Background: an optimization exercise with open tools, aiming at small area. Do not read the settings as production practice.
In this exercise RTL edits were held to simulation tests only and were not proved equivalent to the original.
Power and IR drop assume default switching activity.

## completekeccak
module completekeccak(a, b, clk, rst);
  input [63:0] a;
  output [63:0] b;
  input clk;
  input rst;
  function integer rhoff(input integer i);
    case (i)
      0: rhoff = 0;   1: rhoff = 1;   2: rhoff = 62;  3: rhoff = 28;  4: rhoff = 27;
      5: rhoff = 36;  6: rhoff = 44;  7: rhoff = 6;   8: rhoff = 55;  9: rhoff = 20;
      10: rhoff = 3;  11: rhoff = 10; 12: rhoff = 43; 13: rhoff = 25; 14: rhoff = 39;
      15: rhoff = 41; 16: rhoff = 45; 17: rhoff = 15; 18: rhoff = 21; 19: rhoff = 8;
      20: rhoff = 18; 21: rhoff = 2;  22: rhoff = 61; 23: rhoff = 56; default: rhoff = 14;
    endcase
  endfunction
  function integer pol(input integer p);
    pol = (p % 2 == 0) ? 1 : 0;
  endfunction
  function integer kap(input integer x);
    kap = pol(x) ^ pol(x+5) ^ pol(x+10) ^ pol(x+15) ^ pol(x+20);
  endfunction
  function integer bet(input integer x);
    bet = x % 2;
  endfunction
  ...
Settings: LEC_CHECK=0, CAP_MARGIN=28, CORE_MARGIN=2, CORE_UTILIZATION=68, CTS_BUF_LIST=sky130_fd_sc_hd__clkbuf_16, CTS_CLUSTER_DIAMETER=100, CTS_CLUSTER_SIZE=20, PLACE_DENSITY=0.78, SLEW_MARGIN=28, SYNTH_HIERARCHICAL=1, SYNTH_MINIMUM_KEEP_SIZE=0; clock period 10.0 ns.
standard.sh (not shown) runs the stock make flow with config.mk's settings and CLKGATE_MAP_FILE= SYNTH_SCRIPT=/design/flow/synth_recipe.tcl, a recipe that flattens the netlist after the stock synthesis.
==> flow/flow/run.sh <==
#!/bin/bash
set -euo pipefail
bash standard.sh 'BUFFER_PORTS_ARGS=-buffer_cell sky130_fd_sc_hd__buf_1' finish > flow_make.log 2>&1
The starting point ended with an error in 5_1_grt.
Next try:
==> flow/run.sh (new file) <==
#!/bin/bash
# synth_recipe.tcl (not shown) runs the flow's synth.tcl, then flattens the netlist and writes it again
# the make line also repeats each setting of config.mk as NAME=value (left out here)
make -C /OpenROAD-flow-scripts/flow DESIGN_CONFIG=/design/flow/config.mk WORK_HOME=/design/flow/orfs CLKGATE_MAP_FILE= SYNTH_SCRIPT=/design/flow/synth_recipe.tcl finish
Settings changed: CAP_MARGIN 28 to 30, CORE_UTILIZATION 68 to 40, PLACE_DENSITY 0.78 to 0.5, SLEW_MARGIN 28 to 30.
removed: flow/flow/run.sh
removed: flow/standard.sh
The changed run finished clean.
Synthesized area does not change.
Synthesized cell count is unchanged.
Next try:
==> flow/flow/run.sh (new file) <==
#!/bin/bash
set -euo pipefail
bash standard.sh 'BUFFER_PORTS_ARGS=-buffer_cell sky130_fd_sc_hd__buf_1' finish > flow_make.log 2>&1
==> flow/standard.sh (new file) <==
#!/bin/bash
# synth_recipe.tcl (not shown) runs the flow's synth.tcl, then flattens the netlist and writes it again
# the make line also repeats each setting of config.mk as NAME=value (left out here)
make -C /OpenROAD-flow-scripts/flow DESIGN_CONFIG=/design/flow/config.mk WORK_HOME=/design/flow/orfs CLKGATE_MAP_FILE= SYNTH_SCRIPT=/design/flow/synth_recipe.tcl "${@:-finish}"
Settings changed: CORE_UTILIZATION 40 to 57, PLACE_DENSITY 0.5 to 0.67.
removed: flow/run.sh
Effect:
- final area came out lower by 4.3%
- setup slack gets worse by 29 ps
- utilization came out higher by 17 points
- die area came out lower by 30%
- power came out lower by 4.5%
- register-to-register slack gets worse by 90 ps
- non-clock buffer count came out lower by 50
- hold slack gets better by 17 ps
- global-route usage came out higher by 13 points
- combinational power came out lower by about 4%
Next try:
Settings changed: CORE_UTILIZATION 57 to 50, PLACE_DENSITY 0.67 to 0.6.
Result: The changed run ran to the end with no violations; core utilization drops by 7.3 points; setup slack gets better by 78 ps; routed wire length climbs by 3.7%; combinational power climbs by about 2%; count of clock-buffer cells in the layout climbs by 4; via count drops by 3.3%; die area climbs by 14%; clock skew climbs by 8.6 ps; power climbs by 1.3%.
Next try:
==> flow/run.sh (new file) <==
#!/bin/bash
# synth_recipe.tcl (not shown) runs the flow's synth.tcl, then flattens the netlist and writes it again
# the make line also repeats each setting of config.mk as NAME=value (left out here)
make -C /OpenROAD-flow-scripts/flow DESIGN_CONFIG=/design/flow/config.mk WORK_HOME=/design/flow/orfs CLKGATE_MAP_FILE= SYNTH_SCRIPT=/design/flow/synth_recipe.tcl finish
removed: flow/flow/run.sh
removed: flow/standard.sh
The changed run completed with no timing, DRC or antenna violations.
Synthesized area stays the same.
Die area does not change.
Wire length barely changes.
Combinational power barely changes.
Core utilization goes up by 0.79 points.
Maximum frequency decreases by about 1.7%.
Final area is higher by 1.4%.
Worst setup slack loses 77 ps.
Total power is about the same.

[separate check: timing with driven ports]
The results above use ideal ports. As a check the final layouts listed here were re-extracted and re-timed, cells and wires unchanged. Step 1 (the two cells are an assumption about what drives the block):
set clk [get_ports {clk}]
set_driving_cell -lib_cell sky130_fd_sc_hd__clkbuf_16 $clk
set_driving_cell -lib_cell sky130_fd_sc_hd__buf_2 [delete_from_list [all_inputs] $clk]
Step 2 adds t to the input delays and takes it off the output delays; t is the mean of the earliest and latest rising clock arrival at the registers after step 1. Input paths then give back, and output paths get back, about the clock's delay inside the block. a / b / c = ideal ports / drivers / drivers and shift; a / b = the first two.
| run | t (ns) | slack for setup (ns) | latest minus earliest clock arrival (ns) | cell pins on the clock port's net |
|---|---|---|---|---|
| the second run | 0.926 | 5.558 / 5.459 / 5.623 | 0.058 / 0.059 | 1 |
| the third run | 0.892 | 5.529 / 5.529 / 5.529 | 0.036 / 0.036 | 1 |
| the fourth run | 0.913 | 5.607 / 5.607 / 5.607 | 0.046 / 0.046 | 1 |
| the fifth run | 0.926 | 5.531 / 5.531 / 5.531 | 0.036 / 0.037 | 1 |
After both steps every run listed still meets setup and hold.
